From an optimization exercise on the open Yosys and OpenROAD flow, aimed at a short achievable clock period and few clock cycles; shortcuts taken in it are not production practice. In this exercise RTL edits were held to simulation tests only and were not proved equivalent to the original.

==> run a <==
==> flow/design.v (excerpt) <==
module	simplecore (
	clk,
	nreset,
	iAddr,
	iData,
	dAddr,
	dIn,
	dOut,
	nRW
);
Settings: LEC_CHECK=0, CAP_MARGIN=20, CORE_MARGIN=2, CORE_UTILIZATION=40, SLEW_MARGIN=20; clock period 11.5 ns.
run.sh (not shown) runs the stock make flow with config.mk's settings and CLKGATE_MAP_FILE= SYNTH_SCRIPT=/design/flow/synth_recipe.tcl, a recipe that flattens the netlist after the stock synthesis.
==> run b (differences from run a) <==
--- a/flow/design.v
+++ b/flow/design.v
@@ -1,63 +1,83 @@
-module	csa16 (
-	x,
-	y,
-	z,
+module	boothDigits (
+	b,
+	digits
+);
+input	[15:0]	b;
+output	[23:0]	digits;
+wire	[16:0]	bx = {b, 1'b0};
+genvar	k;
+generate
+	for (k = 0; k < 8; k = k + 1) begin : gdig
+		assign	digits[3*k]   = bx[2*k+1] ^ bx[2*k];
+		assign	digits[3*k+1] = (bx[2*k+2] & ~bx[2*k+1] & ~bx[2*k]) |
+					(~bx[2*k+2] & bx[2*k+1] & bx[2*k]);
+		assign	digits[3*k+2] = bx[2*k+2];
+	end
+endgenerate
+endmodule
+module	cmp42 (
+	x1,
+	x2,
+	x3,
+	x4,
 	s,
 	c
 );
-input	[15:0]	x, y, z;
+input	[15:0]	x1, x2, x3, x4;
 output	[15:0]	s, c;
-wire	[15:0]	maj = (x & y) | (x & z) | (y & z);
-assign	s = x ^ y ^ z;
-assign	c = {maj[14:0], 1'b0};
+wire	[15:0]	p12 = x1 ^ x2;
+wire	[15:0]	p   = p12 ^ (x3 ^ x4);
+wire	[15:0]	co  = (p12 & x3) | (~p12 & x1);
+wire	[15:0]	ci  = {co[14:0], 1'b0};
+wire	[15:0]	cc  = (p & ci) | (~p & x4);
+assign	s = p ^ ci;
+assign	c = {cc[14:0], 1'b0};
 endmodule
 module	mul (
-	mulAIn,
-	mulBIn,
+	aL,
+	aH,
+	dL,
+	dH,
 	mulOut
 );
-input	[15:0]	mulAIn;	 
-input	[15:0]	mulBIn;	 
+input	[15:0]	aL;
+input	[ 7:0]	aH;
+input	[11:0]	dL;
+input	[23:0]	dH;
 output	[15:0]	mulOut;
-wire	[16:0]	b = {mulBIn, 1'b0};
 wire	[15:0]	row [0:7];
-wire	[ 7:0]	neg;
+wire	[ 7:0]	neg = {dH[23], dH[20], dH[17], dH[14], dH[11], dH[8], dH[5], dH[2]};
 genvar	k, i;
 generate
-	for (k = 0; k < 8; k = k + 1) begin : gbooth
-		wire	one = b[2*k+1] ^ b[2*k];
-		wire	two = (b[2*k+2] & ~b[2*k+1] & ~b[2*k]) |
-			      (~b[2*k+2] & b[2*k+1] & b[2*k]);
-		assign	neg[k] = b[2*k+2];
+	for (k = 0; k < 7; k = k + 1) begin : gbooth
 		for (i = 0; i < 16; i = i + 1) begin : gbit
+			wire	one = (i < 8 && k < 4) ? dL[3*k]   : dH[3*k];
+			wire	two = (i < 8 && k < 4) ? dL[3*k+1] : dH[3*k+1];
+			wire	ng  = (i < 8 && k < 4) ? dL[3*k+2] : dH[3*k+2];
 			if (i < 2*k) begin : glo
 				assign row[k][i] = (k > 0 && i == 2*k-2) ? neg[k-1] : 1'b0;
 			end else if (i == 2*k) begin : gfirst
-				assign row[k][i] = (one & mulAIn[0]) ^ neg[k];
+				assign row[k][i] = (one & (k < 4 ? aL[0] : aH[0])) ^ ng;
 			end else begin : grest
-				assign row[k][i] = ((one & mulAIn[i-2*k]) |
-						    (two & mulAIn[i-2*k-1])) ^ neg[k];
+				assign row[k][i] = ((one & (k < 4 ? aL[i-2*k] : aH[(i-2*k) % 8])) |
+						    (two & (k < 4 ? aL[i-2*k-1] : aH[(i-2*k-1) % 8]))) ^ ng;
 			end
 		end
 	end
 endgenerate
-wire	[15:0]	row8 = {1'b0, neg[7], 14'b0};
-wire	[15:0]	a0, a1, a2, a3, a4, a5;
-csa16	Ia0 (row[0], row[1], row[2], a0, a1);
-csa16	Ia1 (row[3], row[4], row[5], a2, a3);
-csa16	Ia2 (row[6], row[7], row8,   a4, a5);
-wire	[15:0]	b0, b1, b2, b3;
-csa16	Ib0 (a0, a1, a2, b0, b1);
-csa16	Ib1 (a3, a4, a5, b2, b3);
-wire	[15:0]	c0, c1;
-csa16	Ic0 (b0, b1, b2, c0, c1);
-wire	[15:0]	d0, d1;
-csa16	Id0 (c0, c1, b3, d0, d1);
-assign	mulOut = d0 + d1;
+wire	m0 = dH[21] & aH[0];
+wire	m1 = (dH[21] & aH[1]) | (dH[22] & aH[0]);
+assign	row[7] = {m1 ^ (dH[23] & m0), m0, 1'b0, neg[6], 12'b0};
+wire	[15:0]	s0, c0, s1, c1;
+cmp42	Ic0 (row[0], row[1], row[2], row[3], s0, c0);
+cmp42	Ic1 (row[4], row[5], row[6], row[7], s1, c1);
+wire	[15:0]	s2, c2;
+cmp42	Ic2 (s0, c0, s1, c1, s2, c2);
+assign	mulOut = s2 + c2;
 endmodule
 module	simplecore (
 	clk,
 	nreset,
 	iAddr,
 	iData,
 	dAddr,
@@ -87,15 +107,18 @@
 reg		mulOEn;
 reg	[ 3:0]	wbIdx;
 reg		eWbEn;
 reg		eIAregCtl;
 reg		dInCtl;
 reg		eDOutCtl;
 reg	[15:0]	opA, opB;	 
-reg	[15:0]	mulA, mulB;	 
+reg	[15:0]	mulAL;
+reg	[ 7:0]	mulAH;
+reg	[11:0]	digL;
+reg	[23:0]	digH;
 reg	[15:0]	dAddrR, dOutR;	 
 reg		nRWR;
 reg		wEn;
 reg	[ 3:0]	wIdx;
 reg	[15:0]	wVal;
 reg	[ 3:0]	sr;		 
 reg	[16*15-1:0]	rf;		 
@@ -136,22 +159,24 @@
 		3'b100:	shiftOut = opA >> amt;
 		3'b101:	shiftOut = asr[15:0];
 		default: shiftOut = rot[15:0];
 	endcase
 end
 wire	[15:0]	mulOut;
 mul	Imul (
-	.mulAIn		(mulA		),
-	.mulBIn		(mulB		),
+	.aL		(mulAL		),
+	.aH		(mulAH		),
+	.dL		(digL		),
+	.dH		(digH		),
 	.mulOut		(mulOut		)
 );
-wire	[15:0]	busW = (aluOEn   ? aluOut   : 16'b0) |
-		       (shiftOEn ? shiftOut : 16'b0) |
-		       mulOut |
-		       (dInCtl   ? dIn      : 16'b0);
+wire	[15:0]	busWo = (aluOEn   ? aluOut   : 16'b0) |
+			(shiftOEn ? shiftOut : 16'b0) |
+			(dInCtl   ? dIn      : 16'b0);
+wire	[15:0]	busW = busWo | mulOut;
 assign	dAddr = dAddrR;
 assign	dOut  = dOutR;
 assign	nRW   = nRWR;
 assign	iAddr = pc;
 reg	[ 2:0]	instId;
 always @(*)
 begin
@@ -235,24 +260,31 @@
 end
 wire	fwdA  = wbEn && (wbIdx == aIdx) && (aIdx != 4'd15);
 wire	fwdB  = wbEn && (wbIdx == bIdx) && (bIdx != 4'd15);
 wire	fwdWA = wEn && (wIdx == aIdx);
 wire	fwdWB = wEn && (wIdx == bIdx);
 wire	[15:0]	regA = fwdWA ? wVal : rfA;
 wire	[15:0]	regB = fwdWB ? wVal : rfB;
-wire	[15:0]	dOpA = fwdA ? busW : regA;
-wire	[15:0]	dOpB = immOEn ? dImm : (fwdB ? busW : regB);
+wire	[15:0]	dOpAo = fwdA ? busWo : regA;
+wire	[15:0]	dOpBo = immOEn ? dImm : (fwdB ? busWo : regB);
+wire	[15:0]	dOpA = (fwdA & mulOEn) ? mulOut : dOpAo;
+wire	[15:0]	dOpB = (fwdB & mulOEn & ~immOEn) ? mulOut : dOpBo;
+wire	[23:0]	dDig;
+boothDigits	IboothDigits (
+	.b		(dMulOEn ? dOpB : 16'b0),
+	.digits		(dDig		)
+);
 wire	isMem  = (instId == 3'd3) || (instId == 3'd4);
 always @(posedge clk)
 begin
 	fInst	<= iData;
 	opA	<= dOpA;
 	opB	<= dOpB;
-	mulA	<= dMulOEn ? dOpA : 16'b0;
-	mulB	<= dMulOEn ? dOpB : 16'b0;
+	mulAL	<= dMulOEn ? dOpA : 16'b0;
+	digL	<= dDig[11:0];
 	dAddrR	<= isMem ? dOpA : 16'b0;
 	dOutR	<= isMem ? dOpB : 16'b0;
 	wEn	<= wbEn && (wbIdx != 4'd15);
 	wIdx	<= wbIdx;
 	wVal	<= busW;
 	cmpFlag	<= dCmpFlag;
 	srOEn	<= dSrOEn;
@@ -275,14 +307,16 @@
 		eSrWbEn		<= 1'b0;
 		eWbEn		<= 1'b0;
 		eIAregCtl	<= 1'b0;
 		branchFlag	<= 1'b0;
 		eDOutCtl	<= 1'b0;
 		nRWR		<= 1'b0;
 		sr		<= 4'b0;
+		mulAH		<= 8'b0;
+		digH		<= 24'b0;
 	end
 	else
 	begin
 		pc <= iAregCtl ? aluOut : pcInc;
 		if (flush)
 		begin
 			refillTmp <= 1'b1;
@@ -296,16 +330,18 @@
 		cond		<= dCond;
 		branchFlag	<= isBranch;
 		eSrWbEn		<= dSrWbEn;
 		eWbEn		<= dWbTmp & ~dCmpFlag;
 		eIAregCtl	<= dIAreg;
 		eDOutCtl	<= dDOut;
 		nRWR		<= dDOut & ~flush & ~refillTmp;
+		mulAH		<= dMulOEn ? dOpA[7:0] : 8'b0;
+		digH		<= dDig;
 		if (srWbEn)
-			sr <= cmpFlag ? condFlag : busW[15:12];
+			sr <= cmpFlag ? condFlag : aluOut[15:12];
 	end
 end
 integer	w;
 always @(posedge clk)
 	for (w = 0; w < 15; w = w + 1)
 		if (wEn && wIdx == w)
 			rf[w*16 +: 16] <= wVal;
==> flow/flow/run.sh (new file) <==
#!/bin/bash
# The standard layout (the standard.sh: the standard synthesis and the
# ORFS steps) with timing repair aimed well below the clock period: every
# repair_timing step works until the setup slack is SETUP_SLACK_MARGIN ns.
# The clock, constraints and all other settings are the design's.
set -euo pipefail
bash standard.sh SETUP_SLACK_MARGIN=8 finish > standard.log 2>&1
==> flow/standard.sh (new file) <==
#!/bin/bash
# synth_recipe.tcl (not shown) runs the flow's synth.tcl, then flattens the netlist and writes it again
# the make line also repeats each setting of config.mk as NAME=value (left out here)
make -C /OpenROAD-flow-scripts/flow DESIGN_CONFIG=/design/flow/config.mk WORK_HOME=/design/flow/orfs CLKGATE_MAP_FILE= SYNTH_SCRIPT=/design/flow/synth_recipe.tcl "${@:-finish}"
ABC_CLOCK_PERIOD_IN_PS = 3000   (was default)
SETUP_SLACK_MARGIN = 5   (was default)
removed: flow/run.sh
==> run c (differences from run a) <==
--- a/flow/design.v
+++ b/flow/design.v
@@ -7,40 +7,59 @@
 );
 input	[15:0]	x, y, z;
 output	[15:0]	s, c;
 wire	[15:0]	maj = (x & y) | (x & z) | (y & z);
 assign	s = x ^ y ^ z;
 assign	c = {maj[14:0], 1'b0};
 endmodule
+module	boothDigits (
+	b,
+	digits
+);
+input	[15:0]	b;
+output	[23:0]	digits;
+wire	[16:0]	bx = {b, 1'b0};
+genvar	k;
+generate
+	for (k = 0; k < 8; k = k + 1) begin : gdig
+		assign	digits[3*k]   = bx[2*k+1] ^ bx[2*k];
+		assign	digits[3*k+1] = (bx[2*k+2] & ~bx[2*k+1] & ~bx[2*k]) |
+					(~bx[2*k+2] & bx[2*k+1] & bx[2*k]);
+		assign	digits[3*k+2] = bx[2*k+2];
+	end
+endgenerate
+endmodule
 module	mul (
-	mulAIn,
-	mulBIn,
+	aL,
+	aH,
+	dL,
+	dH,
 	mulOut
 );
-input	[15:0]	mulAIn;	 
-input	[15:0]	mulBIn;	 
+input	[15:0]	aL;
+input	[ 7:0]	aH;
+input	[11:0]	dL;
+input	[23:0]	dH;
 output	[15:0]	mulOut;
-wire	[16:0]	b = {mulBIn, 1'b0};
 wire	[15:0]	row [0:7];
-wire	[ 7:0]	neg;
+wire	[ 7:0]	neg = {dH[23], dH[20], dH[17], dH[14], dH[11], dH[8], dH[5], dH[2]};
 genvar	k, i;
 generate
 	for (k = 0; k < 8; k = k + 1) begin : gbooth
-		wire	one = b[2*k+1] ^ b[2*k];
-		wire	two = (b[2*k+2] & ~b[2*k+1] & ~b[2*k]) |
-			      (~b[2*k+2] & b[2*k+1] & b[2*k]);
-		assign	neg[k] = b[2*k+2];
 		for (i = 0; i < 16; i = i + 1) begin : gbit
+			wire	one = (i < 8 && k < 4) ? dL[3*k]   : dH[3*k];
+			wire	two = (i < 8 && k < 4) ? dL[3*k+1] : dH[3*k+1];
+			wire	ng  = (i < 8 && k < 4) ? dL[3*k+2] : dH[3*k+2];
 			if (i < 2*k) begin : glo
 				assign row[k][i] = (k > 0 && i == 2*k-2) ? neg[k-1] : 1'b0;
 			end else if (i == 2*k) begin : gfirst
-				assign row[k][i] = (one & mulAIn[0]) ^ neg[k];
+				assign row[k][i] = (one & (k < 4 ? aL[0] : aH[0])) ^ ng;
 			end else begin : grest
-				assign row[k][i] = ((one & mulAIn[i-2*k]) |
-						    (two & mulAIn[i-2*k-1])) ^ neg[k];
+				assign row[k][i] = ((one & (k < 4 ? aL[i-2*k] : aH[(i-2*k) % 8])) |
+						    (two & (k < 4 ? aL[i-2*k-1] : aH[(i-2*k-1) % 8]))) ^ ng;
 			end
 		end
 	end
 endgenerate
 wire	[15:0]	row8 = {1'b0, neg[7], 14'b0};
 wire	[15:0]	a0, a1, a2, a3, a4, a5;
 csa16	Ia0 (row[0], row[1], row[2], a0, a1);
@@ -87,15 +106,18 @@
 reg		mulOEn;
 reg	[ 3:0]	wbIdx;
 reg		eWbEn;
 reg		eIAregCtl;
 reg		dInCtl;
 reg		eDOutCtl;
 reg	[15:0]	opA, opB;	 
-reg	[15:0]	mulA, mulB;	 
+reg	[15:0]	mulAL;
+reg	[ 7:0]	mulAH;
+reg	[11:0]	digL;
+reg	[23:0]	digH;
 reg	[15:0]	dAddrR, dOutR;	 
 reg		nRWR;
 reg		wEn;
 reg	[ 3:0]	wIdx;
 reg	[15:0]	wVal;
 reg	[ 3:0]	sr;		 
 reg	[16*15-1:0]	rf;		 
@@ -136,22 +158,24 @@
 		3'b100:	shiftOut = opA >> amt;
 		3'b101:	shiftOut = asr[15:0];
 		default: shiftOut = rot[15:0];
 	endcase
 end
 wire	[15:0]	mulOut;
 mul	Imul (
-	.mulAIn		(mulA		),
-	.mulBIn		(mulB		),
+	.aL		(mulAL		),
+	.aH		(mulAH		),
+	.dL		(digL		),
+	.dH		(digH		),
 	.mulOut		(mulOut		)
 );
-wire	[15:0]	busW = (aluOEn   ? aluOut   : 16'b0) |
-		       (shiftOEn ? shiftOut : 16'b0) |
-		       mulOut |
-		       (dInCtl   ? dIn      : 16'b0);
+wire	[15:0]	busWo = (aluOEn   ? aluOut   : 16'b0) |
+			(shiftOEn ? shiftOut : 16'b0) |
+			(dInCtl   ? dIn      : 16'b0);
+wire	[15:0]	busW = busWo | mulOut;
 assign	dAddr = dAddrR;
 assign	dOut  = dOutR;
 assign	nRW   = nRWR;
 assign	iAddr = pc;
 reg	[ 2:0]	instId;
 always @(*)
 begin
@@ -235,24 +259,31 @@
 end
 wire	fwdA  = wbEn && (wbIdx == aIdx) && (aIdx != 4'd15);
 wire	fwdB  = wbEn && (wbIdx == bIdx) && (bIdx != 4'd15);
 wire	fwdWA = wEn && (wIdx == aIdx);
 wire	fwdWB = wEn && (wIdx == bIdx);
 wire	[15:0]	regA = fwdWA ? wVal : rfA;
 wire	[15:0]	regB = fwdWB ? wVal : rfB;
-wire	[15:0]	dOpA = fwdA ? busW : regA;
-wire	[15:0]	dOpB = immOEn ? dImm : (fwdB ? busW : regB);
+wire	[15:0]	dOpAo = fwdA ? busWo : regA;
+wire	[15:0]	dOpBo = immOEn ? dImm : (fwdB ? busWo : regB);
+wire	[15:0]	dOpA = (fwdA & mulOEn) ? mulOut : dOpAo;
+wire	[15:0]	dOpB = (fwdB & mulOEn & ~immOEn) ? mulOut : dOpBo;
+wire	[23:0]	dDig;
+boothDigits	IboothDigits (
+	.b		(dMulOEn ? dOpB : 16'b0),
+	.digits		(dDig		)
+);
 wire	isMem  = (instId == 3'd3) || (instId == 3'd4);
 always @(posedge clk)
 begin
 	fInst	<= iData;
 	opA	<= dOpA;
 	opB	<= dOpB;
-	mulA	<= dMulOEn ? dOpA : 16'b0;
-	mulB	<= dMulOEn ? dOpB : 16'b0;
+	mulAL	<= dMulOEn ? dOpA : 16'b0;
+	digL	<= dDig[11:0];
 	dAddrR	<= isMem ? dOpA : 16'b0;
 	dOutR	<= isMem ? dOpB : 16'b0;
 	wEn	<= wbEn && (wbIdx != 4'd15);
 	wIdx	<= wbIdx;
 	wVal	<= busW;
 	cmpFlag	<= dCmpFlag;
 	srOEn	<= dSrOEn;
@@ -275,14 +306,16 @@
 		eSrWbEn		<= 1'b0;
 		eWbEn		<= 1'b0;
 		eIAregCtl	<= 1'b0;
 		branchFlag	<= 1'b0;
 		eDOutCtl	<= 1'b0;
 		nRWR		<= 1'b0;
 		sr		<= 4'b0;
+		mulAH		<= 8'b0;
+		digH		<= 24'b0;
 	end
 	else
 	begin
 		pc <= iAregCtl ? aluOut : pcInc;
 		if (flush)
 		begin
 			refillTmp <= 1'b1;
@@ -296,14 +329,16 @@
 		cond		<= dCond;
 		branchFlag	<= isBranch;
 		eSrWbEn		<= dSrWbEn;
 		eWbEn		<= dWbTmp & ~dCmpFlag;
 		eIAregCtl	<= dIAreg;
 		eDOutCtl	<= dDOut;
 		nRWR		<= dDOut & ~flush & ~refillTmp;
+		mulAH		<= dMulOEn ? dOpA[7:0] : 8'b0;
+		digH		<= dDig;
 		if (srWbEn)
 			sr <= cmpFlag ? condFlag : busW[15:12];
 	end
 end
 integer	w;
 always @(posedge clk)
 	for (w = 0; w < 15; w = w + 1)
==> flow/flow/run.sh (new file) <==
#!/bin/bash
# The standard layout (the standard.sh: the standard synthesis and the
# ORFS steps) with timing repair aimed well below the clock period: every
# repair_timing step works until the setup slack is SETUP_SLACK_MARGIN ns.
# The clock, constraints and all other settings are the design's.
set -euo pipefail
bash standard.sh SETUP_SLACK_MARGIN=8 finish > standard.log 2>&1
==> flow/standard.sh (new file) <==
#!/bin/bash
# synth_recipe.tcl (not shown) runs the flow's synth.tcl, then flattens the netlist and writes it again
# the make line also repeats each setting of config.mk as NAME=value (left out here)
make -C /OpenROAD-flow-scripts/flow DESIGN_CONFIG=/design/flow/config.mk WORK_HOME=/design/flow/orfs CLKGATE_MAP_FILE= SYNTH_SCRIPT=/design/flow/synth_recipe.tcl "${@:-finish}"
ABC_CLOCK_PERIOD_IN_PS = 3000   (was default)
SETUP_SLACK_MARGIN = 5   (was default)
removed: flow/run.sh
==> qor summary <==
| item | run c | run a | run b |
|---|---|---|---|
| Worst slew margin | 0.149 | 0.0751 | 0.211 |
| Area of all placed cells without fillers | 35400 µm² | 30500 µm² | 36100 µm² |
| Final worst-path setup slack | 6280 ps | 5370 ps | 7010 ps |
| Ant diodes | 4 | 1 | 1 |
| Highest net fanout along the worst path | 6 | 54 | 8 |
| Number of nets in the synthesized netlist | 2961 | 3141 | 2908 |
| Synthesized-area fraction occupied by and/or/nand/nor cells | 0.159 | 0.170 | 0.152 |
| Flip-flop and latch share of the layout cell area | 0.325 | 0.352 | 0.319 |
| Non-clock buffers, area share | 0.112 | 0.0492 | 0.124 |
| CTS clk-pin slew, worst paths | 60 ps | 70 ps | 70 ps |
| Outcome | timing/DRC/antenna clean | timing/DRC/antenna clean | timing/DRC/antenna clean |
| DRC marker count from the first detailed-route iteration | 4239 | 3626 | 4543 |
| Clock tree cell share of total cell area | 0.0461 | 0.0528 | 0.0470 |
| Data arrival at the endpoint of the critical path | 5730 ps | 6610 ps | 5010 ps |
Testbench counts of run a, summed over its fixed seeds: cycles 54,356.
Testbench counts of run b, summed over its fixed seeds: cycles 54,356.
Testbench counts of run c, summed over its fixed seeds: cycles 54,356.

port drivers added, routing unchanged:
The flow's constraints put no driver on any port. The routed layouts listed below were extracted and timed again, unchanged, in two steps.
Step 1 assumes that a clkbuf_16 drives the clock port and a buf_2 every other input.
Step 2 also shifts input and output timing later by t, the mid clock arrival at the registers, as if the neighbouring blocks saw the same clock.
a / b / c = ideal / step 1 / step 2; a / b = the first two.
run	t, ns	setup WS [ns]	worst setup path at the end	cell pins on the clock port's net
run a	0.654	5.367 / 5.367 / 5.367	register to register	1
run b	0.672	7.009 / 7.009 / 7.009	register to register	1
run c	0.681	6.278 / 6.278 / 6.278	register to register	1
After both steps every run listed still meets setup and hold.
